What follows belongs to an exercise in optimizing a design on an open flow for small area, a short achievable clock period and few clock cycles per item; a production flow would make more cautious choices.
Function was checked by simulation only, so behaviour that the tests miss may differ from the original.

===== constraint.sdc =====
create_clock -name core_clock -period 15.0 [get_ports {i_clk}]
set_input_delay 3.0000 -clock core_clock [delete_from_list [all_inputs] [get_ports {i_clk}]]
set_output_delay 3.0000 -clock core_clock [all_outputs]
set_load 0.01 [all_outputs]

===== config.mk =====
export PLATFORM = sky130hd
export DESIGN_NAME = bubbleSort
export DESIGN_NICKNAME = bubbleSort
export VERILOG_FILES = /design/flow/design.v
export SDC_FILE = /design/flow/constraint.sdc
export NUM_CORES = 8
export LEC_CHECK = 0
export ABC_AREA = 1
export CAP_MARGIN = 50
export CORE_MARGIN = 2
export CORE_UTILIZATION = 40
export SLEW_MARGIN = 50

===== flow/abc.script =====
strash
dch
map -B 0.9
topo
stime -c
buffer -c
upsize -c
dnsize -c

===== flow/cells_map.v =====
// Maps the design's gate-level leaf modules (bs_*) onto the sky130hd cells
// of the same function, drive strength 1.

module bs_inv (A, Y);
    input A;
    output Y;
    sky130_fd_sc_hd__inv_1 _TECHMAP_REPLACE_ (.A(A), .Y(Y));
endmodule

module bs_nand2 (A, B, Y);
    input A, B;
    output Y;
    sky130_fd_sc_hd__nand2_1 _TECHMAP_REPLACE_ (.A(A), .B(B), .Y(Y));
endmodule

module bs_nor2 (A, B, Y);
    input A, B;
    output Y;
    sky130_fd_sc_hd__nor2_1 _TECHMAP_REPLACE_ (.A(A), .B(B), .Y(Y));
endmodule

module bs_nand2b (A_N, B, Y);
    input A_N, B;
    output Y;
    sky130_fd_sc_hd__nand2b_1 _TECHMAP_REPLACE_ (.A_N(A_N), .B(B), .Y(Y));
endmodule

module bs_nor2b (A, B_N, Y);
    input A, B_N;
    output Y;
    sky130_fd_sc_hd__nor2b_1 _TECHMAP_REPLACE_ (.A(A), .B_N(B_N), .Y(Y));
endmodule

module bs_a21oi (A1, A2, B1, Y);
    input A1, A2, B1;
    output Y;
    sky130_fd_sc_hd__a21oi_1 _TECHMAP_REPLACE_ (.A1(A1), .A2(A2), .B1(B1), .Y(Y));
endmodule

module bs_o21ai (A1, A2, B1, Y);
    input A1, A2, B1;
    output Y;
    sky130_fd_sc_hd__o21ai_1 _TECHMAP_REPLACE_ (.A1(A1), .A2(A2), .B1(B1), .Y(Y));
endmodule

module bs_a21o (A1, A2, B1, X);
    input A1, A2, B1;
    output X;
    sky130_fd_sc_hd__a21o_1 _TECHMAP_REPLACE_ (.A1(A1), .A2(A2), .B1(B1), .X(X));
endmodule

module bs_o21a (A1, A2, B1, X);
    input A1, A2, B1;
    output X;
    sky130_fd_sc_hd__o21a_1 _TECHMAP_REPLACE_ (.A1(A1), .A2(A2), .B1(B1), .X(X));
endmodule

module bs_o22ai (A1, A2, B1, B2, Y);
    input A1, A2, B1, B2;
    output Y;
    sky130_fd_sc_hd__o22ai_1 _TECHMAP_REPLACE_ (.A1(A1), .A2(A2), .B1(B1), .B2(B2), .Y(Y));
endmodule

module bs_a22o (A1, A2, B1, B2, X);
    input A1, A2, B1, B2;
    output X;
    sky130_fd_sc_hd__a22o_1 _TECHMAP_REPLACE_ (.A1(A1), .A2(A2), .B1(B1), .B2(B2), .X(X));
endmodule

module bs_o2bb2ai (A1_N, A2_N, B1, B2, Y);
    input A1_N, A2_N, B1, B2;
    output Y;
    sky130_fd_sc_hd__o2bb2ai_1 _TECHMAP_REPLACE_ (.A1_N(A1_N), .A2_N(A2_N), .B1(B1), .B2(B2), .Y(Y));
endmodule

===== standard.sh =====
#!/bin/bash
# synth_recipe.tcl (not shown) runs the flow's synth.tcl, then flattens the netlist and writes it again
# the make line also repeats each setting of config.mk as NAME=value (left out here)
make -C /OpenROAD-flow-scripts/flow DESIGN_CONFIG=/design/flow/config.mk WORK_HOME=/design/flow/orfs CLKGATE_MAP_FILE= SYNTH_SCRIPT=/design/flow/synth_recipe.tcl "${@:-finish}"

===== flow/make_vars.txt =====
SETUP_SLACK_MARGIN=10.9
BUFFER_PORTS_ARGS=-buffer_cell sky130_fd_sc_hd__buf_2

===== design.v =====
module bubbleSort #(
    parameter SIZE_DATA = 16,
    parameter NUM_VALS  = 8
)(
    input  logic                         i_clk,
    input  logic                         i_rst_n,
    input  logic                         i_start,
    input  logic [NUM_VALS-1:0][SIZE_DATA-1:0]    i_data,
    output logic [NUM_VALS-1:0][SIZE_DATA-1:0]    o_data,
    output logic                         o_done
);
    logic [2:0] valid;
    always_ff @(posedge i_clk or negedge i_rst_n) begin
        if (!i_rst_n)
            valid <= '0;
        else
            valid <= {valid[1:0], i_start};
    end
    assign o_done = valid[2];
    logic s1_02, sn1_02;
    bs_cmp_00 c1_02 (.a(i_data[0]), .b(i_data[2]), .s(s1_02), .sn(sn1_02));
    logic s1_13, sn1_13;
    bs_cmp_00 c1_13 (.a(i_data[1]), .b(i_data[3]), .s(s1_13), .sn(sn1_13));
    logic s1_46, sn1_46;
    bs_cmp_00 c1_46 (.a(i_data[4]), .b(i_data[6]), .s(s1_46), .sn(sn1_46));
    logic s1_57, sn1_57;
    bs_cmp_00 c1_57 (.a(i_data[5]), .b(i_data[7]), .s(s1_57), .sn(sn1_57));
    logic [SIZE_DATA-1:0] k1_0, k1_2;
    bs_swap_00011 x1_02 (.a(i_data[0]), .b(i_data[2]), .s(s1_02), .sn(sn1_02), .lo(k1_0), .hi(k1_2));
    logic [SIZE_DATA-1:0] k1_1, k1_3;
    bs_swap_00000 x1_13 (.a(i_data[1]), .b(i_data[3]), .s(s1_13), .sn(sn1_13), .lo(k1_1), .hi(k1_3));
    logic [SIZE_DATA-1:0] k1_4, k1_6;
    bs_swap_00011 x1_46 (.a(i_data[4]), .b(i_data[6]), .s(s1_46), .sn(sn1_46), .lo(k1_4), .hi(k1_6));
    logic [SIZE_DATA-1:0] k1_5, k1_7;
    bs_swap_00011 x1_57 (.a(i_data[5]), .b(i_data[7]), .s(s1_57), .sn(sn1_57), .lo(k1_5), .hi(k1_7));
    logic [SIZE_DATA-1:0] r0_0;
    logic [SIZE_DATA-1:0] r0_1;
    logic [SIZE_DATA-1:0] r0_2;
    logic [SIZE_DATA-1:0] r0_3;
    logic [SIZE_DATA-1:0] r0_4;
    logic [SIZE_DATA-1:0] r0_5;
    logic [SIZE_DATA-1:0] r0_6;
    logic [SIZE_DATA-1:0] r0_7;
    always_ff @(posedge i_clk) begin
        r0_0 <= k1_0;
        r0_1 <= k1_1;
        r0_2 <= k1_2;
        r0_3 <= k1_3;
        r0_4 <= k1_4;
        r0_5 <= k1_5;
        r0_6 <= k1_6;
        r0_7 <= k1_7;
    end
    logic s2_04, sn2_04;
    bs_cmp_11 c2_04 (.a(r0_0), .b(r0_4), .s(s2_04), .sn(sn2_04));
    logic s2_15, sn2_15;
    bs_cmp_01 c2_15 (.a(r0_1), .b(r0_5), .s(s2_15), .sn(sn2_15));
    logic s2_26, sn2_26;
    bs_cmp_11 c2_26 (.a(r0_2), .b(r0_6), .s(s2_26), .sn(sn2_26));
    logic s2_37, sn2_37;
    bs_cmp_01 c2_37 (.a(r0_3), .b(r0_7), .s(s2_37), .sn(sn2_37));
    logic [SIZE_DATA-1:0] k2_0, k2_4;
    bs_swap_11100 x2_04 (.a(r0_0), .b(r0_4), .s(s2_04), .sn(sn2_04), .lo(k2_0), .hi(k2_4));
    logic [SIZE_DATA-1:0] k2_1, k2_5;
    bs_swap_01011 x2_15 (.a(r0_1), .b(r0_5), .s(s2_15), .sn(sn2_15), .lo(k2_1), .hi(k2_5));
    logic [SIZE_DATA-1:0] k2_2, k2_6;
    bs_swap_11100 x2_26 (.a(r0_2), .b(r0_6), .s(s2_26), .sn(sn2_26), .lo(k2_2), .hi(k2_6));
    logic [SIZE_DATA-1:0] k2_3, k2_7;
    bs_swap_01011 x2_37 (.a(r0_3), .b(r0_7), .s(s2_37), .sn(sn2_37), .lo(k2_3), .hi(k2_7));
    logic s3_01, sn3_01;
    bs_cmp_01 c3_01 (.a(k2_0), .b(k2_1), .s(s3_01), .sn(sn3_01));
    logic s3_23, sn3_23;
    bs_cmp_01 c3_23 (.a(k2_2), .b(k2_3), .s(s3_23), .sn(sn3_23));
    logic s3_45, sn3_45;
    bs_cmp_01 c3_45 (.a(k2_4), .b(k2_5), .s(s3_45), .sn(sn3_45));
    logic s3_67, sn3_67;
    bs_cmp_01 c3_67 (.a(k2_6), .b(k2_7), .s(s3_67), .sn(sn3_67));
    logic [SIZE_DATA-1:0] k3_0, k3_1;
    bs_swap_01100 x3_01 (.a(k2_0), .b(k2_1), .s(s3_01), .sn(sn3_01), .lo(k3_0), .hi(k3_1));
    logic [SIZE_DATA-1:0] k3_2, k3_3;
    bs_swap_01100 x3_23 (.a(k2_2), .b(k2_3), .s(s3_23), .sn(sn3_23), .lo(k3_2), .hi(k3_3));
    logic [SIZE_DATA-1:0] k3_4, k3_5;
    bs_swap_01011 x3_45 (.a(k2_4), .b(k2_5), .s(s3_45), .sn(sn3_45), .lo(k3_4), .hi(k3_5));
    logic [SIZE_DATA-1:0] k3_6, k3_7;
    bs_swap_01100 x3_67 (.a(k2_6), .b(k2_7), .s(s3_67), .sn(sn3_67), .lo(k3_6), .hi(k3_7));
    logic s4_24, sn4_24;
    bs_cmp_01 c4_24 (.a(k3_2), .b(k3_4), .s(s4_24), .sn(sn4_24));
    logic s4_35, sn4_35;
    bs_cmp_01 c4_35 (.a(k3_3), .b(k3_5), .s(s4_35), .sn(sn4_35));
    logic [SIZE_DATA-1:0] r1_0;
    logic [SIZE_DATA-1:0] r1_1;
    logic [SIZE_DATA-1:0] r1_2;
    logic [SIZE_DATA-1:0] r1_3;
    logic [SIZE_DATA-1:0] r1_4;
    logic [SIZE_DATA-1:0] r1_5;
    logic [SIZE_DATA-1:0] r1_6;
    logic [SIZE_DATA-1:0] r1_7;
    logic r1_s4_24;
    logic r1_sn4_24;
    logic r1_s4_35;
    logic r1_sn4_35;
    always_ff @(posedge i_clk) begin
        r1_0 <= k3_0;
        r1_1 <= k3_1;
        r1_2 <= k3_2;
        r1_3 <= k3_3;
        r1_4 <= k3_4;
        r1_5 <= k3_5;
        r1_6 <= k3_6;
        r1_7 <= k3_7;
        r1_s4_24 <= s4_24;
        r1_sn4_24 <= sn4_24;
        r1_s4_35 <= s4_35;
        r1_sn4_35 <= sn4_35;
    end
    logic [SIZE_DATA-1:0] k4_2, k4_4;
    bs_swap_01011 x4_24 (.a(r1_2), .b(r1_4), .s(r1_s4_24), .sn(r1_sn4_24), .lo(k4_2), .hi(k4_4));
    logic [SIZE_DATA-1:0] k4_3, k4_5;
    bs_swap_01100 x4_35 (.a(r1_3), .b(r1_5), .s(r1_s4_35), .sn(r1_sn4_35), .lo(k4_3), .hi(k4_5));
    logic s5_14, sn5_14;
    bs_cmp_01 c5_14 (.a(r1_1), .b(k4_4), .s(s5_14), .sn(sn5_14));
    logic s5_36, sn5_36;
    bs_cmp_00 c5_36 (.a(k4_3), .b(r1_6), .s(s5_36), .sn(sn5_36));
    logic [SIZE_DATA-1:0] k5_1, k5_4;
    bs_swap_01100 x5_14 (.a(r1_1), .b(k4_4), .s(s5_14), .sn(sn5_14), .lo(k5_1), .hi(k5_4));
    logic [SIZE_DATA-1:0] k5_3, k5_6;
    bs_swap_00011 x5_36 (.a(k4_3), .b(r1_6), .s(s5_36), .sn(sn5_36), .lo(k5_3), .hi(k5_6));
    logic s6_12, sn6_12;
    bs_cmp_01 c6_12 (.a(k5_1), .b(k4_2), .s(s6_12), .sn(sn6_12));
    logic s6_34, sn6_34;
    bs_cmp_10 c6_34 (.a(k5_3), .b(k5_4), .s(s6_34), .sn(sn6_34));
    logic s6_56, sn6_56;
    bs_cmp_01 c6_56 (.a(k4_5), .b(k5_6), .s(s6_56), .sn(sn6_56));
    logic [SIZE_DATA-1:0] k6_1, k6_2;
    bs_swap_01100 x6_12 (.a(k5_1), .b(k4_2), .s(s6_12), .sn(sn6_12), .lo(k6_1), .hi(k6_2));
    logic [SIZE_DATA-1:0] k6_3, k6_4;
    bs_swap_10100 x6_34 (.a(k5_3), .b(k5_4), .s(s6_34), .sn(sn6_34), .lo(k6_3), .hi(k6_4));
    logic [SIZE_DATA-1:0] k6_5, k6_6;
    bs_swap_01100 x6_56 (.a(k4_5), .b(k5_6), .s(s6_56), .sn(sn6_56), .lo(k6_5), .hi(k6_6));
    logic [SIZE_DATA-1:0] r2_0;
    logic [SIZE_DATA-1:0] r2_1;
    logic [SIZE_DATA-1:0] r2_2;
    logic [SIZE_DATA-1:0] r2_3;
    logic [SIZE_DATA-1:0] r2_4;
    logic [SIZE_DATA-1:0] r2_5;
    logic [SIZE_DATA-1:0] r2_6;
    logic [SIZE_DATA-1:0] r2_7;
    always_ff @(posedge i_clk) begin
        r2_0 <= r1_0;
        r2_1 <= k6_1;
        r2_2 <= k6_2;
        r2_3 <= k6_3;
        r2_4 <= k6_4;
        r2_5 <= k6_5;
        r2_6 <= k6_6;
        r2_7 <= r1_7;
    end
    assign o_data[0] = r2_0;
    assign o_data[1] = r2_1;
    assign o_data[2] = r2_2;
    assign o_data[3] = r2_3;
    assign o_data[4] = r2_4;
    assign o_data[5] = r2_5;
    assign o_data[6] = r2_6;
    assign o_data[7] = r2_7;
endmodule
module bs_cmp_00 (
    input  logic [15:0] a,
    input  logic [15:0] b,
    output logic        s,
    output logic        sn
);
    logic [15:0] bi;
    for (genvar i = 0; i < 16; i++) begin : ib
        bs_inv u (.A(b[i]), .Y(bi[i]));
    end
    logic [15:0] g0, p0;
    for (genvar i = 0; i < 16; i++) begin : lf
        bs_nand2 ug (.A(a[i]), .B(bi[i]), .Y(g0[i]));
        if (i > 0) begin : pp
            bs_nor2 up (.A(a[i]), .B(bi[i]), .Y(p0[i]));
        end else begin : np
            assign p0[i] = 1'b0;
        end
    end
    logic [7:0] g1, p1;
    for (genvar i = 0; i < 8; i++) begin : t1
        bs_o21ai ug (.A1(p0[2*i+1]), .A2(g0[2*i]), .B1(g0[2*i+1]), .Y(g1[i]));
        if (i > 0) begin : pp
            bs_nor2 up (.A(p0[2*i+1]), .B(p0[2*i]), .Y(p1[i]));
        end else begin : np
            assign p1[i] = 1'b0;
        end
    end
    logic [3:0] g2, p2;
    for (genvar i = 0; i < 4; i++) begin : t2
        bs_a21oi ug (.A1(p1[2*i+1]), .A2(g1[2*i]), .B1(g1[2*i+1]), .Y(g2[i]));
        if (i > 0) begin : pp
            bs_nand2 up (.A(p1[2*i+1]), .B(p1[2*i]), .Y(p2[i]));
        end else begin : np
            assign p2[i] = 1'b0;
        end
    end
    logic [1:0] g3, p3;
    for (genvar i = 0; i < 2; i++) begin : t3
        bs_o21ai ug (.A1(p2[2*i+1]), .A2(g2[2*i]), .B1(g2[2*i+1]), .Y(g3[i]));
        if (i > 0) begin : pp
            bs_nor2 up (.A(p2[2*i+1]), .B(p2[2*i]), .Y(p3[i]));
        end else begin : np
            assign p3[i] = 1'b0;
        end
    end
    bs_a21o urp (.A1(p3[1]), .A2(g3[0]), .B1(g3[1]), .X(s));
    bs_a21oi urn (.A1(p3[1]), .A2(g3[0]), .B1(g3[1]), .Y(sn));
endmodule
module bs_swap_00011 (
    input  logic [15:0] a,
    input  logic [15:0] b,
    input  logic        s,
    input  logic        sn,
    output logic [15:0] lo,
    output logic [15:0] hi
);
    for (genvar i = 0; i < 16; i++) begin : bit_
        bs_o22ai ulo (.A1(a[i]), .A2(s), .B1(b[i]), .B2(sn), .Y(lo[i]));
        bs_o22ai uhi (.A1(b[i]), .A2(s), .B1(a[i]), .B2(sn), .Y(hi[i]));
    end
endmodule
module bs_swap_00000 (
    input  logic [15:0] a,
    input  logic [15:0] b,
    input  logic        s,
    input  logic        sn,
    output logic [15:0] lo,
    output logic [15:0] hi
);
    for (genvar i = 0; i < 16; i++) begin : bit_
        bs_a22o ulo (.A1(b[i]), .A2(s), .B1(a[i]), .B2(sn), .X(lo[i]));
        bs_a22o uhi (.A1(a[i]), .A2(s), .B1(b[i]), .B2(sn), .X(hi[i]));
    end
endmodule
module bs_cmp_11 (
    input  logic [15:0] a,
    input  logic [15:0] b,
    output logic        s,
    output logic        sn
);
    logic [15:0] bi;
    for (genvar i = 0; i < 16; i++) begin : ib
        bs_inv u (.A(b[i]), .Y(bi[i]));
    end
    logic [15:0] g0, p0;
    for (genvar i = 0; i < 16; i++) begin : lf
        bs_nor2 ug (.A(a[i]), .B(bi[i]), .Y(g0[i]));
        if (i > 0) begin : pp
            bs_nand2 up (.A(a[i]), .B(bi[i]), .Y(p0[i]));
        end else begin : np
            assign p0[i] = 1'b0;
        end
    end
    logic [7:0] g1, p1;
    for (genvar i = 0; i < 8; i++) begin : t1
        bs_a21oi ug (.A1(p0[2*i+1]), .A2(g0[2*i]), .B1(g0[2*i+1]), .Y(g1[i]));
        if (i > 0) begin : pp
            bs_nand2 up (.A(p0[2*i+1]), .B(p0[2*i]), .Y(p1[i]));
        end else begin : np
            assign p1[i] = 1'b0;
        end
    end
    logic [3:0] g2, p2;
    for (genvar i = 0; i < 4; i++) begin : t2
        bs_o21ai ug (.A1(p1[2*i+1]), .A2(g1[2*i]), .B1(g1[2*i+1]), .Y(g2[i]));
        if (i > 0) begin : pp
            bs_nor2 up (.A(p1[2*i+1]), .B(p1[2*i]), .Y(p2[i]));
        end else begin : np
            assign p2[i] = 1'b0;
        end
    end
    logic [1:0] g3, p3;
    for (genvar i = 0; i < 2; i++) begin : t3
        bs_a21oi ug (.A1(p2[2*i+1]), .A2(g2[2*i]), .B1(g2[2*i+1]), .Y(g3[i]));
        if (i > 0) begin : pp
            bs_nand2 up (.A(p2[2*i+1]), .B(p2[2*i]), .Y(p3[i]));
        end else begin : np
            assign p3[i] = 1'b0;
        end
    end
    bs_o21ai urp (.A1(p3[1]), .A2(g3[0]), .B1(g3[1]), .Y(s));
    bs_o21a urn (.A1(p3[1]), .A2(g3[0]), .B1(g3[1]), .X(sn));
endmodule
module bs_cmp_01 (
    input  logic [15:0] a,
    input  logic [15:0] b,
    output logic        s,
    output logic        sn
);
    logic [15:0] g0, p0;
    for (genvar i = 0; i < 16; i++) begin : lf
        bs_nand2 ug (.A(a[i]), .B(b[i]), .Y(g0[i]));
        if (i > 0) begin : pp
            bs_nor2 up (.A(a[i]), .B(b[i]), .Y(p0[i]));
        end else begin : np
            assign p0[i] = 1'b0;
        end
    end
    logic [7:0] g1, p1;
    for (genvar i = 0; i < 8; i++) begin : t1
        bs_o21ai ug (.A1(p0[2*i+1]), .A2(g0[2*i]), .B1(g0[2*i+1]), .Y(g1[i]));
        if (i > 0) begin : pp
            bs_nor2 up (.A(p0[2*i+1]), .B(p0[2*i]), .Y(p1[i]));
        end else begin : np
            assign p1[i] = 1'b0;
        end
    end
    logic [3:0] g2, p2;
    for (genvar i = 0; i < 4; i++) begin : t2
        bs_a21oi ug (.A1(p1[2*i+1]), .A2(g1[2*i]), .B1(g1[2*i+1]), .Y(g2[i]));
        if (i > 0) begin : pp
            bs_nand2 up (.A(p1[2*i+1]), .B(p1[2*i]), .Y(p2[i]));
        end else begin : np
            assign p2[i] = 1'b0;
        end
    end
    logic [1:0] g3, p3;
    for (genvar i = 0; i < 2; i++) begin : t3
        bs_o21ai ug (.A1(p2[2*i+1]), .A2(g2[2*i]), .B1(g2[2*i+1]), .Y(g3[i]));
        if (i > 0) begin : pp
            bs_nor2 up (.A(p2[2*i+1]), .B(p2[2*i]), .Y(p3[i]));
        end else begin : np
            assign p3[i] = 1'b0;
        end
    end
    bs_a21o urp (.A1(p3[1]), .A2(g3[0]), .B1(g3[1]), .X(s));
    bs_a21oi urn (.A1(p3[1]), .A2(g3[0]), .B1(g3[1]), .Y(sn));
endmodule
module bs_swap_11100 (
    input  logic [15:0] a,
    input  logic [15:0] b,
    input  logic        s,
    input  logic        sn,
    output logic [15:0] lo,
    output logic [15:0] hi
);
    for (genvar i = 0; i < 16; i++) begin : bit_
        bs_o22ai ulo (.A1(a[i]), .A2(s), .B1(b[i]), .B2(sn), .Y(lo[i]));
        bs_o22ai uhi (.A1(b[i]), .A2(s), .B1(a[i]), .B2(sn), .Y(hi[i]));
    end
endmodule
module bs_swap_01011 (
    input  logic [15:0] a,
    input  logic [15:0] b,
    input  logic        s,
    input  logic        sn,
    output logic [15:0] lo,
    output logic [15:0] hi
);
    for (genvar i = 0; i < 16; i++) begin : bit_
        logic bi;
        bs_inv ub (.A(b[i]), .Y(bi));
        bs_o22ai ulo (.A1(a[i]), .A2(s), .B1(bi), .B2(sn), .Y(lo[i]));
        bs_o22ai uhi (.A1(bi), .A2(s), .B1(a[i]), .B2(sn), .Y(hi[i]));
    end
endmodule
module bs_swap_01100 (
    input  logic [15:0] a,
    input  logic [15:0] b,
    input  logic        s,
    input  logic        sn,
    output logic [15:0] lo,
    output logic [15:0] hi
);
    for (genvar i = 0; i < 16; i++) begin : bit_
        logic ai;
        bs_inv ua (.A(a[i]), .Y(ai));
        bs_o22ai ulo (.A1(ai), .A2(s), .B1(b[i]), .B2(sn), .Y(lo[i]));
        bs_o22ai uhi (.A1(b[i]), .A2(s), .B1(ai), .B2(sn), .Y(hi[i]));
    end
endmodule
module bs_cmp_10 (
    input  logic [15:0] a,
    input  logic [15:0] b,
    output logic        s,
    output logic        sn
);
    logic [15:0] g0, p0;
    for (genvar i = 0; i < 16; i++) begin : lf
        bs_nor2 ug (.A(a[i]), .B(b[i]), .Y(g0[i]));
        if (i > 0) begin : pp
            bs_nand2 up (.A(a[i]), .B(b[i]), .Y(p0[i]));
        end else begin : np
            assign p0[i] = 1'b0;
        end
    end
    logic [7:0] g1, p1;
    for (genvar i = 0; i < 8; i++) begin : t1
        bs_a21oi ug (.A1(p0[2*i+1]), .A2(g0[2*i]), .B1(g0[2*i+1]), .Y(g1[i]));
        if (i > 0) begin : pp
            bs_nand2 up (.A(p0[2*i+1]), .B(p0[2*i]), .Y(p1[i]));
        end else begin : np
            assign p1[i] = 1'b0;
        end
    end
    logic [3:0] g2, p2;
    for (genvar i = 0; i < 4; i++) begin : t2
        bs_o21ai ug (.A1(p1[2*i+1]), .A2(g1[2*i]), .B1(g1[2*i+1]), .Y(g2[i]));
        if (i > 0) begin : pp
            bs_nor2 up (.A(p1[2*i+1]), .B(p1[2*i]), .Y(p2[i]));
        end else begin : np
            assign p2[i] = 1'b0;
        end
    end
    logic [1:0] g3, p3;
    for (genvar i = 0; i < 2; i++) begin : t3
        bs_a21oi ug (.A1(p2[2*i+1]), .A2(g2[2*i]), .B1(g2[2*i+1]), .Y(g3[i]));
        if (i > 0) begin : pp
            bs_nand2 up (.A(p2[2*i+1]), .B(p2[2*i]), .Y(p3[i]));
        end else begin : np
            assign p3[i] = 1'b0;
        end
    end
    bs_o21ai urp (.A1(p3[1]), .A2(g3[0]), .B1(g3[1]), .Y(s));
    bs_o21a urn (.A1(p3[1]), .A2(g3[0]), .B1(g3[1]), .X(sn));
endmodule
module bs_swap_10100 (
    input  logic [15:0] a,
    input  logic [15:0] b,
    input  logic        s,
    input  logic        sn,
    output logic [15:0] lo,
    output logic [15:0] hi
);
    for (genvar i = 0; i < 16; i++) begin : bit_
        logic bi;
        bs_inv ub (.A(b[i]), .Y(bi));
        bs_o22ai ulo (.A1(a[i]), .A2(s), .B1(bi), .B2(sn), .Y(lo[i]));
        bs_o22ai uhi (.A1(bi), .A2(s), .B1(a[i]), .B2(sn), .Y(hi[i]));
    end
endmodule
module bs_inv (
    input  logic A,
    output logic Y
);
    assign Y = ~A;
endmodule
module bs_nand2 (
    input  logic A,
    input  logic B,
    output logic Y
);
    assign Y = ~(A & B);
endmodule
module bs_nor2 (
    input  logic A,
    input  logic B,
    output logic Y
);
    assign Y = ~(A | B);
endmodule
module bs_nand2b (
    input  logic A_N,
    input  logic B,
    output logic Y
);
    assign Y = A_N | ~B;
endmodule
module bs_nor2b (
    input  logic A,
    input  logic B_N,
    output logic Y
);
    assign Y = ~A & B_N;
endmodule
module bs_a21oi (
    input  logic A1,
    input  logic A2,
    input  logic B1,
    output logic Y
);
    assign Y = ~((A1 & A2) | B1);
endmodule
module bs_o21ai (
    input  logic A1,
    input  logic A2,
    input  logic B1,
    output logic Y
);
    assign Y = ~((A1 | A2) & B1);
endmodule
module bs_a21o (
    input  logic A1,
    input  logic A2,
    input  logic B1,
    output logic X
);
    assign X = (A1 & A2) | B1;
endmodule
module bs_o21a (
    input  logic A1,
    input  logic A2,
    input  logic B1,
    output logic X
);
    assign X = (A1 | A2) & B1;
endmodule
module bs_o22ai (
    input  logic A1,
    input  logic A2,
    input  logic B1,
    input  logic B2,
    output logic Y
);
    assign Y = ~((A1 | A2) & (B1 | B2));
endmodule
module bs_a22o (
    input  logic A1,
    input  logic A2,
    input  logic B1,
    input  logic B2,
    output logic X
);
    assign X = (A1 & A2) | (B1 & B2);
endmodule
module bs_o2bb2ai (
    input  logic A1_N,
    input  logic A2_N,
    input  logic B1,
    input  logic B2,
    output logic Y
);
    assign Y = (A1_N & A2_N) | (~B1 & ~B2);
endmodule

===== flow/run.sh =====
#!/bin/bash
# Layout flow: the standard ORFS flow (standard.sh) with these changes:
#  - synthesis: if flow/cells_map.v exists, the design's gate-level leaf
#    modules (bs_*) are mapped onto the sky130hd cells of the same function
#    before the rest of synth_recipe.tcl runs; the remaining logic is mapped
#    with flow/abc.script instead of ORFS's abc_area.script. The register
#    mapping is unchanged.
#  - the make variables in flow/make_vars.txt (one VAR=value per line) are
#    added to the make command line, e.g. a larger SETUP_SLACK_MARGIN so
#    repair_timing sizes and buffers the critical paths.
# Each tool's log stays in orfs/logs/; the make output goes to standard_custom.log.
set -euo pipefail
HERE=$(pwd)
cp "$FLOW_HOME/scripts/synth.tcl" synth_abc.tcl
sed -i "s|^source \$::env(SCRIPTS_DIR)/synth_preamble.tcl|&\nset abc_args [lreplace \$abc_args 1 1 $HERE/flow/abc.script]|" synth_abc.tcl
if [[ -f flow/cells_map.v ]]; then
  sed -i "0,/^hierarchy -check -top \$::env(DESIGN_NAME)/s||&\ntechmap -map $HERE/flow/cells_map.v|" synth_abc.tcl
fi
sed "s|\$::env(SCRIPTS_DIR)/synth.tcl|$HERE/synth_abc.tcl|" synth_recipe.tcl > synth_recipe_abc.tcl
EXTRA=""
while IFS= read -r line; do
  [[ -z "$line" || "$line" == \#* ]] && continue
  EXTRA="$EXTRA '$line'"
done < flow/make_vars.txt
sed -e "s|SYNTH_SCRIPT=[^ ]*|SYNTH_SCRIPT=$HERE/synth_recipe_abc.tcl|" \
    -e "s|\"\${@:-finish}\"|$EXTRA &|" standard.sh > standard_custom.sh
bash standard_custom.sh "$@" > standard_custom.log 2>&1

==> flow_summary_export.csv, run 1 <==
group,metric,value,unit
status,status,"complete, no violations",
sta,finalCritPeriodShare,27.2,%
sta,rsz0062_at_grt,"true",
synth,yosysWarnings,1,
die,die_x,213,µm
setup_path,cp_max_fo,16,
die,row_count,76,
placed_design,portBuffers,259,
synth,synth_area,0.0174,mm²
sta,hold_violations,0,
synth,yosysSeqAreaShare,45.0,%
setup_path,required,15.42,ns
clocking,htree_num_levels,2,
finish,area_growth,28.0,%
sta,worst_slew_pin_slew,0.742,ns
placed_design,hpwl,48500,µm
sta,setup_viol,0,
setup_path,startpoint_type,"primary input",
route,drc,0,
clocking,clockBufferDepth,3,
route,routed_wl,61900,µm
synth,synth.distinct_cells,11,
finish,stdcell_area,0.0223,mm²
finish,final_nets,2874,
global_route,grt_pass1_wl,91300,µm
placed_design,place.gp.congestion,1.01,
route,vias,18600,
setup_path,cp_slowest_cell,"a21o_2",
job,maxCapViolCount,0,
sta,fmax,245,MHz
synth,syn_avg_cell_area,7.25,µm²
finish,drive_gt1_share,19.1,%
die,core,0.0431,mm²
synth,synth_fp_nets,2536,
sta,min_period,4.09,ns
clocking,clk_pin_slew,0.06,ns
finish,num_antenna_cells,0,
synth,ys_ff_latch,391,
route,avgViaCountPerCell,5.54,
sta,maxSlewViolCount,0,
global_route,grt_pass1_vias,16200,
setup_path,end_kind,"flip-flop",
clocking,clk_latency,0.58,ns
synth,synth_mux_area_share,0,%
global_route,antenna_found_initial,0,
synth,synthesis.instances,2405,
global_route,grt_max_degree,33,
sta,slew_headroom,50.5,%
sta,fin_worst_skew,0.0174,ns
placed_design,dpl_cell_area,0.0201,mm²
setup_path,worstPathCellList,"buf_2, inv_6, nor2_1, o21ai_1, a21oi_1, o21ai_2, a21o_2, o22ai_1",
die,die_h,213,µm
sta,fin_setup_tns,0,ns
synth,synth-simple-area-share,17.2,%
route,wl_per_cell,18.4,µm
synth,synth_xor_area_share,0,%
setup_path,critPathKind,"primary input to flip-flop",
die,dieArea,0.0453,mm²
clocking,numCtsBuffers,43,
setup_path,slowest_delay,0.41,ns
die,start_util,40.5,%
hold_path,hold_class,"flip-flop to flip-flop",
global_route,grt_overflow,0,
synth,synth_compound_gate_area_share,31.3,%
clocking,clock_sinks,391,
route,drt-pass1-iter-count,6,
global_route,grt_usage,26.3,%
synth,synthAdderAreaFrac,0,%
route,ant_nets,0,
die,ios,260,
clocking,cts_root_buf,"clkbuf_16",
route,drtIter0Drc,1612,
synth,synth_top_family_by_area,"compound AO/OA/AOI/OAI gates",
clocking,cts_tree,"done",
setup_path,arrival,4.50,ns
[final timing paths]
check                                endpoint  cells past startpoint             start  slack, ns
max                           r0_4[1]$_DFF_P_                      8        i_data[97]      10.91
min                           r2_7[0]$_DFF_P_                      0   r1_7[0]$_DFF_P_       0.33
max reg2reg                 r1_sn4_24$_DFF_P_                     19  r0_4[15]$_DFF_P_      10.98
min reg2reg                   r2_7[0]$_DFF_P_                      0   r1_7[0]$_DFF_P_       0.33
max in group asynchronous  valid[0]$_DFF_PN0_                      1           i_rst_n      12.69
min in group asynchronous  valid[2]$_DFF_PN0_                      1           i_rst_n       2.21
[what timing repair did]
action / in CTS / in global routing
hold buffers: 0 / 0
resized for setup: 15 / 55
pin swaps: 6 / 6
setup buffers: 2 / 8
setup endpoints to repair: 32 / 141
cloned: 5 / 7
[Yosys cell counts]
library cell / n / area (µm²)
o22ai_1: 576 / 3600
a22o_1: 32 / 280
o21ai_1: 175 / 876
nor2_1: 425 / 1600
nand2_1: 373 / 1400
o21a_1: 3 / 22.5
a21o_1: 16 / 120
dfrtp_1: 3 / 75.1
dfxtp_1: 388 / 7770
a21oi_1: 110 / 551
inv_1: 304 / 1140
[per-layer routing]
layer	up-vias	track usage (%)	share of wire [%]
li1	9278	-	-
met1	8485	34.2	43
met3	132	4.13	6.6
met2	751	43.9	46
met5	-	0	0
met4	0	9.84	3.7
[stage by stage]
| stage | utilization (%) | hold slack, ns | worst slack [ns] | cells |
|---|---|---|---|---|
| final | 51.8 | 0.325 | 10.91 | 3363 |
| after global routing | 51.8 | 0.332 | 10.87 | 3363 |
| after CTS | 50.5 | 0.325 | 10.86 | 3341 |
| after detailed placement | 46.6 | 0.312 | 10.09 | 3254 |
| after global placement | 46.3 | 0.312 | 10.06 | 3253 |
| after floorplan | - | 0.310 | 10.82 | 2405 |
[kinds of logic after synthesis]
kind of cell | after synthesis
AOI/OAI and AO/OA | 912
buffers and inverters | 304
DFF | 391
and+or+nand+nor | 798
[critical path, delay by kind of cell]
| kind | cells | cell delay (ns) |
|---|---|---|
| buffers and inverters | 2 | 0.19 |
| and+or+nand+nor | 1 | 0.04 |
| AOI/OAI and AO/OA | 5 | 1.27 |
[layout make-up]
type / instances / area [µm²]
multi-input cells: 1722 / 9340
inverters: 304 / 1310
clock inverters: 24 / 335
repair buffers: 281 / 1540
fillers: 4145 / 20800
well taps: 585 / 732
flip-flops and latches: 391 / 7860
clock buffers: 56 / 1200
[cells in the final DEF, fill, tap and decap left out, types with 4 or more instances in the layout]
cell | Yosys | final
a21o_2 | 0 | 9
a21o_4 | 0 | 10
a21oi_1 | 110 | 93
a21oi_2 | 0 | 5
a21oi_4 | 0 | 16
a22o_1 | 32 | 32
buf_2 | 0 | 259
buf_4 | 0 | 10
buf_6 | 0 | 6
bufinv_16 | 0 | 7
clkbuf_1 | 0 | 7
clkbuf_16 | 0 | 44
clkbuf_8 | 0 | 5
clkinv_2 | 0 | 7
clkinvlp_4 | 0 | 4
dfxtp_1 | 388 | 382
inv_1 | 304 | 264
inv_12 | 0 | 4
inv_2 | 0 | 8
inv_4 | 0 | 12
inv_6 | 0 | 15
inv_8 | 0 | 4
nand2_1 | 373 | 372
nor2_1 | 425 | 392
nor2_2 | 0 | 17
nor2_4 | 0 | 16
o21ai_1 | 175 | 158
o21ai_2 | 0 | 14
o21ai_4 | 0 | 4
o22ai_1 | 576 | 543
o22ai_2 | 0 | 29
o22ai_4 | 0 | 4
Testbench counts, summed over its fixed seeds: cycles 2,072, sets 2,048.
==> run 2: changes to the inputs <==
==> flow/make_vars.txt (replaced) <==
SETUP_SLACK_MARGIN=10.6
BUFFER_PORTS_ARGS=-buffer_cell sky130_fd_sc_hd__buf_2
==> run 2 against run 1 <==
  * Still clean on timing, DRC and antenna
  * Die area unchanged
  * Sequential share of layout area increased by 1.4 points
  * Via count decreased by 2.7%
  * Global-route usage shrank 0.59 points
  * Fmax down 2.8%
  * Design area fell by 4.1%
  * Synthesized area is the same
  * Worst hold slack about the same
  * Clock skew is 0.0052 ns lower
  * Critical path type unchanged
  * Critical endpoint is now r0_3[12]$_DFF_P_
  * Largest cell class unchanged
==> flow_summary_export.csv, run 2 <==
group,metric,value,unit
status,status,"complete, no violations",
sta,setup_viol,0,
clocking,cts_tree,"done",
setup_path,arrival,4.69,ns
die,dieArea,0.0453,mm²
global_route,grt_pass1_vias,15900,
die,core,0.0431,mm²
finish,num_antenna_cells,0,
sta,slew_headroom,52.2,%
route,routed_wl,59600,µm
route,ant_nets,0,
die,row_count,76,
finish,drive_gt1_share,14.1,%
synth,synth.distinct_cells,11,
route,drc,0,
setup_path,startpoint_type,"primary input",
sta,fin_setup_tns,0,ns
route,vias,18100,
clocking,htree_num_levels,2,
sta,hold_violations,0,
synth,synth-edff-count,0,
synth,synth_fp_nets,2536,
global_route,grt_pass1_wl,89400,µm
synth,synth_commonest_cells,"o22ai_1 (576), nor2_1 (425), dfxtp_1 (388)",
die,start_util,40.5,%
clocking,clk_pin_slew,0.06,ns
synth,synth_top_area_share,44.6,%
synth,synth_area_leaders,"dfxtp_1 (45%), o22ai_1 (21%), nor2_1 (9.2%), nand2_1 (8.0%), inv_1 (6.5%)",
setup_path,cp_max_fo,32,
synth,synthesis.instances,2405,
route,avgViaCountPerCell,5.43,
finish,layout_commonest_cell,"o22ai_1",
finish,fillers,4300,
die,die_h,213,µm
clocking,clk_latency,0.56,ns
hold_path,hold_class,"flip-flop to flip-flop",
synth,ys_async_sr_fraction,0.767,%
finish,fin_util,49.7,%
die,ios,260,
clocking,clock_sinks,391,
global_route,grt_max_degree,33,
clocking,cts_root_buf,"clkbuf_16",
setup_path,end_kind,"flip-flop",
placed_design,hpwl,47500,µm
synth,synth_area,0.0174,mm²
global_route,grt_overflow,0,
synth,ys.flop_type,"dfxtp_1",
setup_path,critPathKind,"primary input to flip-flop",
finish,final_nets,2859,
finish,multi_input_area,0.00870,mm²
sta,fmax,238,MHz
finish,area_growth,22.8,%
clocking,clockBufferDepth,3,
sta,rsz0062_at_grt,"true",
placed_design,place.gp.congestion,0.919,
finish,mostFrequentLayoutCells,"o22ai_1 (576), nor2_1 (425), dfxtp_1 (384), nand2_1 (373), inv_1 (304)",
synth,synth_most_common_cell,"o22ai_1",
route,wl_per_cell,17.8,µm
placed_design,dpl_cell_area,0.0197,mm²
synth,ys_ff_latch,391,
sta,whs,0.325,ns
global_route,antenna_found_initial,0,
sta,worst_slew_pin_slew,0.716,ns
sta,finalCritPeriodShare,28.0,%
route,drtIter0Drc,1770,
synth,synth_top_area_cell,"dfxtp_1",
job,maxCapViolCount,0,
placed_design,portBuffers,259,
finish,seqCellArea,0.00785,mm²
die,die_x,213,µm
sta,maxSlewViolCount,0,
global_route,grt_usage,25.7,%
clocking,numCtsBuffers,43,
finish,stdcell_area,0.0214,mm²
setup_path,required,15.49,ns
synth,yosysWarnings,1,
synth,syn_avg_cell_area,7.25,µm²
synth,yosysSeqAreaShare,45.0,%
sta,min_period,4.20,ns
route,drt-pass1-iter-count,6,
sta,fin_worst_skew,0.0122,ns
clocking,hold_buffers,0,
## run 2: cell counts after synthesis
No cell type changed its count.
## run 2: through the flow
step                std cells  setup WS, ns
floorplan                2405         10.60
global placement         3251         10.05
detailed placement       3252         10.19
CTS                      3327         10.67
global route             3343         10.58
finish                   3343         10.80
## run 2: final cells by class
cell class | instances | share of cell area, %
clock inverter | 16 | 0.935
tap | 585 | 3.42
multi-input combinational | 1710 | 40.6
sequential | 391 | 36.7
clock buffer | 59 | 5.97
timing repair buffer | 278 | 7.05
inverter | 304 | 5.33
## run 2: critical path, cell delays in order
cell and delay (ns):
buf_2 0.12, inv_1 0.07, nor2_1 0.05, nor2_1 0.13
nand2_1 0.07, o21ai_1 0.38, a21o_2 0.56, a22o_1 0.29
## run 2: layer usage
layer | vias up | GRT usage [%] | part of all wire [%]
met5 | - | 0 | 0
met4 | 0 | 7.98 | 2.4
met3 | 68 | 4.02 | 7.2
met2 | 674 | 43.5 | 47
met1 | 8210 | 33.6 | 44
li1 | 9192 | - | -
## run 2: kinds of logic after synthesis
kind of cell | count (synthesis) | share of synthesized area, %
compound gates | 912 | 31.3
buf+inv | 304 | 6.55
flops | 391 | 45.0
simple gates | 798 | 17.2
## run 2: final timing paths
check	slack [ns]	cells after the start	start	end
setup reg to reg	10.87	20	r0_4[7]$_DFF_P_	r1_sn4_24$_DFF_P_
hold reg to reg	0.32	0	r1_7[13]$_DFF_P_	r2_7[13]$_DFF_P_
min in group asynchronous	2.22	1	i_rst_n	valid[1]$_DFF_PN0_
max in group asynchronous	12.68	1	i_rst_n	valid[0]$_DFF_PN0_
setup / recovery	10.80	8	i_data[55]	r0_3[12]$_DFF_P_
hold / removal	0.32	0	r1_7[13]$_DFF_P_	r2_7[13]$_DFF_P_
## run 2: what timing repair did
item / 4_1_cts / 5_1_grt
gates resized for setup: 0 / 9
buffers inserted: 0 / 0
endpoints found under the setup margin: 0 / 36
==> run 3: changes to the inputs <==
==> flow/make_vars.txt (replaced) <==
SETUP_SLACK_MARGIN=10.6
BUFFER_PORTS_ARGS=-buffer_cell sky130_fd_sc_hd__buf_2
CTS_ARGS=-sink_clustering_enable -repair_clock_nets -dont_use_dummy_load -buf_list {sky130_fd_sc_hd__clkbuf_8} -sink_clustering_size 20 -sink_clustering_max_diameter 60
==> run 3 against run 2 <==
  * Core utilization fell by 2.3 points
  * Critical path depth did not move
  * Via count fell by 0.73%
  * Count of clock-buffer cells in the layout fell by 25
  * Synthesized cell count did not move
  * Critical path type unchanged
==> flow_summary_export.csv, run 3 <==
group,metric,value,unit
status,status,"complete, no violations",
setup_path,timing.rr.end,"r1_sn4_24$_DFF_P_",
synth,synthAdderAreaFrac,0,%
setup_path,required,15.46,ns
finish,layout_commonest_cell,"o22ai_1",
die,start_util,40.5,%
synth,ys_ff_latch,391,
synth,synth_top_area_share,44.6,%
sta,setup_viol,0,
setup_path,critPathKind,"primary input to flip-flop",
sta,worst_slew_pin_slew,0.764,ns
synth,synth-edff-count,0,
sta,finalCritPeriodShare,28.4,%
clocking,cts_tree,"done",
placed_design,dpl_cell_area,0.0197,mm²
route,wl_per_cell,17.8,µm
synth,synth_fp_nets,2536,
sta,fin_setup_tns,0,ns
route,wl_met2,27600,µm
clocking,clockBufferDepth,3,
clocking,cts_resized,0,
clocking,htree_num_levels,2,
synth,synth_mux_area_share,0,%
sta,fmax,235,MHz
global_route,grt_usage,25.4,%
sta,slew_headroom,49.1,%
route,avgViaCountPerCell,5.45,
die,die_x,213,µm
die,core,0.0431,mm²
route,drtIter0Drc,1626,
clocking,hold_buffers,0,
synth,synth_top_family_by_area,"compound AO/OA/AOI/OAI gates",
finish,mostFrequentLayoutCells,"o22ai_1 (575), nor2_1 (425), dfxtp_1 (384), nand2_1 (373), inv_1 (304)",
setup_path,arrival,4.72,ns
sta,worst_slack,10.74,ns
synth,synth_most_common_cell,"o22ai_1",
finish,num_antenna_cells,0,
clocking,clk_pin_slew,0.11,ns
synth,ys_async_sr_fraction,0.767,%
sta,hold_violations,0,
synth,synth_xor_area_share,0,%
synth,ys.flop_type,"dfxtp_1",
global_route,grt_pass1_vias,15700,
global_route,grt_max_degree,33,
synth,synth_top_area_cell,"dfxtp_1",
sta,rsz0062_at_grt,"false",
route,ant_nets,0,
global_route,antenna_found_initial,0,
placed_design,preCtsSetupSlack,10.19,ns
synth,synth-simple-area-share,17.2,%
hold_path,min_from,"r1_0[9]$_DFF_P_",
finish,drive_gt1_share,13.0,%
synth,yosysSeqAreaShare,45.0,%
clocking,post_cts_buffers,0,
die,dieArea,0.0453,mm²
synth,synth_commonest_cells,"o22ai_1 (576), nor2_1 (425), dfxtp_1 (388)",
sta,min_period,4.26,ns
route,drc,0,
route,wl_met3,4520,µm
synth,synth_area_leaders,"dfxtp_1 (45%), o22ai_1 (21%), nor2_1 (9.2%), nand2_1 (8.0%), inv_1 (6.5%)",
setup_path,reg2regPathDepth,20,
finish,stdcell_area,0.0204,mm²
placed_design,hpwl,47500,µm
setup_path,regToRegSetupSlack,10.86,ns
finish,area_growth,17.1,%
route,top_layer,"met4",
die,ios,260,
setup_path,startpoint_type,"primary input",
finish,final_cells,3302,
die,die_h,213,µm
route,routed_wl,58900,µm
placed_design,place.gp.congestion,0.919,
synth,synth.distinct_cells,11,
global_route,grt_overflow,0,
route,drt-pass1-iter-count,6,
sta,maxSlewViolCount,0,
synth,synthesis.instances,2405,
placed_design,dp_cells,3252,
job,maxCapViolCount,0,
setup_path,critical_path.startpoint,"i_data[55]",
hold_path,hold_class,"flip-flop to flip-flop",
synth,syn_avg_cell_area,7.25,µm²
synth,yosysWarnings,1,
placed_design,portBuffers,259,
die,row_count,76,
clocking,cts_root_buf,"clkbuf_8",
global_route,grt_pass1_wl,88400,µm
route,vias,18000,
sta,fin_worst_skew,0.0944,ns
setup_path,end_kind,"flip-flop",
finish,final_nets,2850,
clocking,clk_latency,0.63,ns
synth,synth_compound_gate_area_share,31.3,%
synth,synth_area,0.0174,mm²
setup_path,cp_max_fo,32,
route,wl_met1,25500,µm
clocking,clock_sinks,391,
clocking,numCtsBuffers,34,
hold_path,hold_depth,0,
hold_path,holdPathEnd,"r2_0[9]$_DFF_P_",
setup_path,r2r-start,"r0_4[11]$_DFF_P_",
[run 3: cell counts after synthesis]
Identical to the previous run, type by type.
[run 3: critical path, cell delays in order]
cell     delay [ns]
buf_2          0.12
inv_1          0.07
nor2_1         0.05
nor2_1         0.13
nand2_1        0.07
o21ai_1        0.39
a21o_2         0.56
a22o_1         0.32
[run 3: final cells by class]
| type | instances | area, µm² |
|---|---|---|
| clock buffers | 34 | 468 |
| fillers | 4388 | 22700 |
| inverters | 304 | 1140 |
| multi-input cells | 1710 | 8700 |
| flip-flops and latches | 391 | 7850 |
| well taps | 585 | 732 |
| repair buffers | 278 | 1510 |
[run 3: worst max path at each step]
| stage | to | cells past startpoint |
|---|---|---|
| floorplan | r0_0[0]$_DFF_P_ | 7 |
| global placement | r0_4[14]$_DFF_P_ | 8 |
| detailed placement | r0_3[12]$_DFF_P_ | 8 |
| CTS | r1_s4_24$_DFF_P_ | 17 |
| global route | r0_3[13]$_DFF_P_ | 8 |
| finish | r0_3[12]$_DFF_P_ | 8 |
[run 3: layer usage]
metal / vias up / track usage, %
li1: 9146 / -
met1: 8152 / 33.1
met2: 632 / 43.1
met3: 81 / 4.71
met4: 0 / 7.14
met5: - / 0
[run 3: logic make-up after synthesis]
logic type      after synthesis
compound gates              912
buf+inv                     304
flops                       391
simple gates                798
[run 3: through the flow]
step | hold WS, ns | utilization (%)
4_1_cts | 0.290 | 46.8
3_5_place_dp | 0.312 | 45.7
5_1_grt | 0.290 | 47.4
2_1_floorplan | 0.310 | -
6_report | 0.291 | 47.4
3_3_place_gp | 0.313 | 45.4
==> run 4: changes to the inputs <==
==> flow/make_vars.txt (replaced) <==
SETUP_SLACK_MARGIN=10.45
BUFFER_PORTS_ARGS=-buffer_cell sky130_fd_sc_hd__buf_1
CTS_ARGS=-sink_clustering_enable -repair_clock_nets -dont_use_dummy_load -buf_list {sky130_fd_sc_hd__clkbuf_8} -sink_clustering_size 20 -sink_clustering_max_diameter 60
==> run 4 against run 3 <==
  * Sequential cell count unchanged
  * Still clean
  * Design area shrank 1.8%
  * Clock skew rose by 0.0064 ns
==> flow_summary_export.csv, run 4 <==
group,metric,value,unit
status,status,"complete, no violations",
sta,hold_violations,0,
clocking,cts_tree,"done",
finish,seqCellArea,0.00785,mm²
route,wl_per_cell,17.5,µm
synth,synth-edff-count,0,
route,avgViaCountPerCell,5.45,
synth,synth_mux_area_share,0,%
synth,ys.flop_type,"dfxtp_1",
clocking,htree_num_levels,1,
clocking,hold_buffers,0,
synth,syn_avg_cell_area,7.25,µm²
finish,num_antenna_cells,0,
clocking,clk_pin_slew,0.09,ns
route,drt-pass1-iter-count,7,
placed_design,portBuffers,259,
synth,synth_area_leaders,"dfxtp_1 (45%), o22ai_1 (21%), nor2_1 (9.2%), nand2_1 (8.0%), inv_1 (6.5%)",
sta,maxSlewViolCount,0,
clocking,clk_latency,0.68,ns
die,die_x,213,µm
sta,worst_slew_pin_slew,0.782,ns
die,die_h,213,µm
hold_path,min_from,"r1_7[0]$_DFF_P_",
hold_path,holdPathEnd,"r2_7[0]$_DFF_P_",
finish,fillers,4432,
die,row_count,76,
route,routed_wl,57800,µm
finish,final_cells,3302,
sta,min_period,4.23,ns
setup_path,arrival,4.67,ns
placed_design,dpl_cell_area,0.0194,mm²
finish,stdcell_area,0.0200,mm²
sta,whs,0.302,ns
sta,fin_worst_skew,0.101,ns
setup_path,cp_slowest_cell,"a21oi_2",
synth,ys_async_sr_fraction,0.767,%
synth,ys_ff_latch,391,
clocking,cts_root_buf,"clkbuf_8",
synth,yosysSeqAreaShare,45.0,%
setup_path,critPathKind,"primary input to flip-flop",
sta,finalCritPeriodShare,28.2,%
setup_path,crit_top_cell,"o21ai_1",
synth,synth_top_family_by_area,"compound AO/OA/AOI/OAI gates",
clocking,clockBufferDepth,3,
synth,synth_most_common_cell,"o22ai_1",
synth,synth_area,0.0174,mm²
setup_path,end_kind,"flip-flop",
global_route,grt_max_degree,33,
route,ant_nets,0,
synth,synth_commonest_cells,"o22ai_1 (576), nor2_1 (425), dfxtp_1 (388)",
synth,synth_xor_area_share,0,%
sta,setup_viol,0,
synth,synthAdderAreaFrac,0,%
synth,synth_compound_gate_area_share,31.3,%
setup_path,worstPathCellList,"buf_1, inv_1, nor2_1, o21ai_1, a21oi_1, o21ai_1, a21oi_2, buf_4, o22ai_1",
finish,layout_commonest_cell,"o22ai_1",
clocking,clock_sinks,391,
synth,synthesis.instances,2405,
setup_path,startpoint_type,"primary input",
clocking,numCtsBuffers,31,
setup_path,regToRegSetupSlack,10.78,ns
finish,drive_gt1_share,3.50,%
die,core,0.0431,mm²
synth,synth_top_area_share,44.6,%
finish,final_nets,2850,
synth,synth-simple-area-share,17.2,%
die,dieArea,0.0453,mm²
global_route,grt_pass1_vias,15500,
job,maxCapViolCount,0,
setup_path,slowest_delay,0.37,ns
route,vias,18000,
setup_path,reg2regPathDepth,19,
synth,yosysWarnings,1,
global_route,grt_pass1_wl,86600,µm
hold_path,hold_class,"flip-flop to flip-flop",
placed_design,place.gp.congestion,0.903,
hold_path,hold_depth,0,
setup_path,cp_max_fo,24,
sta,rsz0062_at_grt,"false",
sta,fmax,236,MHz
synth,synth_fp_nets,2536,
die,ios,260,
global_route,antenna_found_initial,0,
placed_design,hpwl,47000,µm
setup_path,cp_num_buf_inv,3,
global_route,grt_overflow,0,
finish,area_growth,15.0,%
route,drc,0,
setup_path,cpLargestDelayFamily,"compound AO/OA/AOI/OAI gates",
sta,fin_setup_tns,0,ns
synth,synth.distinct_cells,11,
setup_path,required,15.44,ns
placed_design,dp_cells,3257,
setup_path,r2r-start,"r0_3[7]$_DFF_P_",
setup_path,critical_path.startpoint,"i_data[97]",
sta,slew_headroom,47.9,%
global_route,grt_usage,24.7,%
finish,mostFrequentLayoutCells,"o22ai_1 (572), nor2_1 (425), dfxtp_1 (384), nand2_1 (373), inv_1 (304)",
setup_path,timing.rr.end,"r1_sn4_24$_DFF_P_",
finish,multi_input_area,0.00869,mm²
die,start_util,40.5,%
route,drtIter0Drc,1631,
synth,synth_top_area_cell,"dfxtp_1",
## run 4: cell counts after synthesis
Identical to the previous run, type by type.
## run 4: worst max-delay path by stage
stage                   endpoint  slack [ns]  depth (start not counted)
2_1_floorplan    r0_1[0]$_DFF_P_       10.57                          7
3_5_place_dp     r0_4[3]$_DFF_P_       10.23                          9
4_1_cts         r1_s4_35$_DFF_P_       10.51                         18
3_3_place_gp     r0_1[3]$_DFF_P_       10.01                          8
6_report         r0_4[3]$_DFF_P_       10.77                          9
5_1_grt        r1_sn4_24$_DFF_P_       10.48                         19
## run 4: per-layer routing
| metal | global-route usage, % | wire length (µm) | part of all wire (%) |
|---|---|---|---|
| met5 | 0 | 0 | 0 |
| met4 | 8.10 | 1830 | 3.2 |
| met3 | 2.53 | 3580 | 6.2 |
| met2 | 41.4 | 26500 | 46 |
| met1 | 33.3 | 25900 | 45 |
## run 4: final cells by class
| class | count | area share [%] |
|---|---|---|
| clock buffer | 31 | 2.13 |
| inverter | 304 | 5.69 |
| multi-input combinational | 1710 | 43.4 |
| tap | 585 | 3.65 |
| sequential | 391 | 39.1 |
| timing repair buffer | 281 | 6.01 |
## run 4: cell families (layout without fill, tap and decap cells)
logic type      count (synthesis)  in the layout
compound gates                912            912
simple gates                  798            798
buf+inv                       304            616
flops                         391            391
## run 4: timing repair
action                     4_1_cts  5_1_grt
resized for setup                0        6
setup buffers                    0        2
setup endpoints to repair        0        4
## run 4: per-stage QoR
step	util, %	worst slack (ns)
after floorplan	-	10.57
after global placement	44.6	10.01
after detailed placement	45.0	10.23
after CTS	46.0	10.51
after global routing	46.5	10.48
final	46.5	10.77
==> run 5: changes to the inputs <==
==> flow/make_vars.txt (replaced) <==
SETUP_SLACK_MARGIN=10.75
BUFFER_PORTS_ARGS=-buffer_cell sky130_fd_sc_hd__buf_1
CTS_ARGS=-sink_clustering_enable -repair_clock_nets -dont_use_dummy_load -buf_list {sky130_fd_sc_hd__clkbuf_8} -sink_clustering_size 20 -sink_clustering_max_diameter 60
==> run 5 against run 4 <==
  * Core utilization rose by 0.29 points
  * Via count rose by 1.1%
  * Routed wire length rose by 2.2%
  * Sequential share of layout area fell by 0.24 points
  * Global-route usage rose by 0.41 points
  * Critical endpoint is now o_data[12]
==> flow_summary_export.csv, run 5 <==
group,metric,value,unit
sta,maxSlewViolCount,0,
synth,synth_top_area_cell,"dfxtp_1",
die,ios,260,
global_route,grt_overflow,0,
global_route,antenna_found_initial,0,
sta,fin_worst_skew,0.111,ns
setup_path,cp_num_buf_inv,1,
finish,fin_util,46.8,%
route,top_layer,"met4",
setup_path,timing.rr.end,"r1_s4_24$_DFF_P_",
synth,ys_async_sr_fraction,0.767,%
route,wl_met1,25500,µm
placed_design,hpwl,47600,µm
route,wl_met2,27500,µm
setup_path,regToRegSetupSlack,10.85,ns
synth,synth-simple-area-share,17.2,%
die,start_util,40.5,%
synth,synth_fp_nets,2536,
route,drtIter0Drc,1671,
setup_path,arrival,1.18,ns
sta,fin_setup_tns,0,ns
sta,setup_viol,0,
sta,hold_violations,0,
global_route,grt_pass1_vias,15800,
clocking,htree_num_levels,1,
sta,worst_slew_pin_slew,0.716,ns
die,dieArea,0.0453,mm²
global_route,grt_usage,25.1,%
sta,min_period,4.18,ns
finish,layout_commonest_cell,"o22ai_1",
synth,synth-edff-count,0,
setup_path,required,12.00,ns
finish,mostFrequentLayoutCells,"o22ai_1 (559), nor2_1 (424), dfxtp_1 (383), nand2_1 (373), inv_1 (304)",
sta,rsz0062_at_grt,"true",
synth,yosysSeqAreaShare,45.0,%
synth,ys.flop_type,"dfxtp_1",
finish,area_growth,15.7,%
route,avgViaCountPerCell,5.52,
clocking,clock_sinks,391,
sta,fmax,239,MHz
setup_path,startpoint_type,"flip-flop",
global_route,grt_max_degree,33,
finish,final_nets,2844,
clocking,cts_tree,"done",
synth,synth_top_area_share,44.6,%
clocking,clk_latency,0.68,ns
setup_path,cp.depth,1,
hold_path,min_from,"r1_0[3]$_DFF_P_",
route,drt-pass1-iter-count,8,
route,routed_wl,59100,µm
global_route,grt_pass1_wl,87700,µm
die,row_count,76,
setup_path,critical_path.startpoint,"r2_0[12]$_DFF_P_",
synth,synth_xor_area_share,0,%
sta,slew_headroom,52.3,%
synth,synth_mux_area_share,0,%
setup_path,endpoint,"o_data[12]",
synth,synthAdderAreaFrac,0,%
setup_path,cpLargestDelayFamily,"flip-flops",
clocking,numCtsBuffers,30,
synth,synth_commonest_cells,"o22ai_1 (576), nor2_1 (425), dfxtp_1 (388)",
placed_design,place.gp.congestion,0.910,
finish,fillers,4381,
die,die_x,213,µm
finish,num_antenna_cells,0,
clocking,clk_pin_slew,0.10,ns
setup_path,r2r-start,"r0_0[4]$_DFF_P_",
placed_design,portBuffers,259,
setup_path,end_kind,"output pin",
synth,ys_ff_latch,391,
synth,synth_compound_gate_area_share,31.3,%
setup_path,cp_slowest_cell,"dfxtp_1",
route,ant_nets,0,
clocking,cts_root_buf,"clkbuf_8",
clocking,clockBufferDepth,3,
route,vias,18200,
sta,finalCritPeriodShare,27.9,%
synth,synth_area_leaders,"dfxtp_1 (45%), o22ai_1 (21%), nor2_1 (9.2%), nand2_1 (8.0%), inv_1 (6.5%)",
route,drc,0,
route,wl_per_cell,17.9,µm
job,maxCapViolCount,0,
synth,yosysWarnings,1,
finish,stdcell_area,0.0202,mm²
setup_path,slowest_delay,0.37,ns
synth,synth_most_common_cell,"o22ai_1",
hold_path,hold_class,"flip-flop to flip-flop",
setup_path,worstPathCellList,"buf_2",
die,core,0.0431,mm²
synth,synth_top_family_by_area,"compound AO/OA/AOI/OAI gates",
synth,synth.distinct_cells,11,
synth,synthesis.instances,2405,
synth,syn_avg_cell_area,7.25,µm²
synth,synth_area,0.0174,mm²
finish,drive_gt1_share,4.39,%
status,status,"complete, no violations",
setup_path,reg2regPathDepth,18,
die,die_h,213,µm
route,wl_met3,4260,µm
placed_design,dpl_cell_area,0.0194,mm²
setup_path,cp_max_fo,1,
clocking,post_cts_buffers,0,
clocking,hold_buffers,0,
setup_path,critPathKind,"flip-flop to output pin",
## run 5: cell counts after synthesis
Identical to the previous run, type by type.
## run 5: worst min path at each step
stage / end / slack [ns] / cells after the start
final: r2_0[3]$_DFF_P_ / 0.31 / 0
after floorplan: r2_0[0]$_DFF_P_ / 0.31 / 0
after global routing: r2_7[6]$_DFF_P_ / 0.31 / 0
after detailed placement: r2_0[13]$_DFF_P_ / 0.31 / 0
after CTS: r2_0[3]$_DFF_P_ / 0.31 / 0
after global placement: r2_0[2]$_DFF_P_ / 0.31 / 0
## run 5: per-stage QoR
step | hold WS (ns) | std cells | worst slack [ns]
CTS | 0.313 | 3283 | 10.75
detailed placement | 0.312 | 3252 | 10.14
global placement | 0.312 | 3250 | 10.07
global route | 0.311 | 3296 | 10.62
floorplan | 0.310 | 2405 | 10.79
finish | 0.307 | 3296 | 10.82
## run 5: kinds of logic after synthesis
group / after synthesis
AOI/OAI and AO/OA: 912
and+or+nand+nor: 798
DFF: 391
buffers and inverters: 304
## run 5: metal layers
metal / global-route usage (%) / vias to the layer above
met4: 7.74 / 0
li1: - / 9130
met3: 2.72 / 107
met1: 33.2 / 8206
met5: 0 / -
met2: 42.9 / 735
## run 5: timing repair
item                                    in CTS  in global routing
gates cloned                                 1                  0
endpoints found under the setup margin       3                 69
resized for setup                            7                 28
## run 5: area by class of cell
class / count / area [µm²] / share of cell area, %
inverter: 304 / 1140 / 5.66
timing repair buffer: 275 / 1180 / 5.87
clock buffer: 30 / 413 / 2.05
sequential: 391 / 7850 / 38.9
multi-input combinational: 1711 / 8850 / 43.9
tap: 585 / 732 / 3.63

re-timing with driven ports:
No port has a modelled driver above. Below, the same layouts with a new extraction and two added sets of constraints. Step 1 assumes that a clkbuf_16 drives the clock port and a buf_2 every other input. Step 2 moves the port delays by t, midway between the first and last clock arrival at a register: inputs arrive t later, outputs are due t later. That takes back most of the time a late clock gives input paths. Slacks: no drivers / after step 1 / after step 2; pairs: no drivers / after step 1.
| run | t (ns) | setup slack, ns | hold slack, ns | worst setup path after step 2 |
|---|---|---|---|---|
| run 1 | 0.629 | 10.914 / 10.869 / 10.327 | 0.325 / 0.325 / 0.325 | input to register |
| run 2 | 0.615 | 10.797 / 10.832 / 10.218 | 0.325 / 0.325 / 0.325 | input to register |
| run 3 | 0.642 | 10.743 / 10.766 / 10.135 | 0.291 / 0.291 / 0.291 | input to register |
| run 4 | 0.679 | 10.766 / 10.747 / 10.117 | 0.302 / 0.302 / 0.302 | input to register |
| run 5 | 0.677 | 10.817 / 10.764 / 10.222 | 0.307 / 0.307 / 0.307 | input to register |
After both steps setup and hold are still met in every run listed. The setup slack of run 4, which loses most, moves by -0.019 ns with the drivers and by -0.649 ns with both steps.
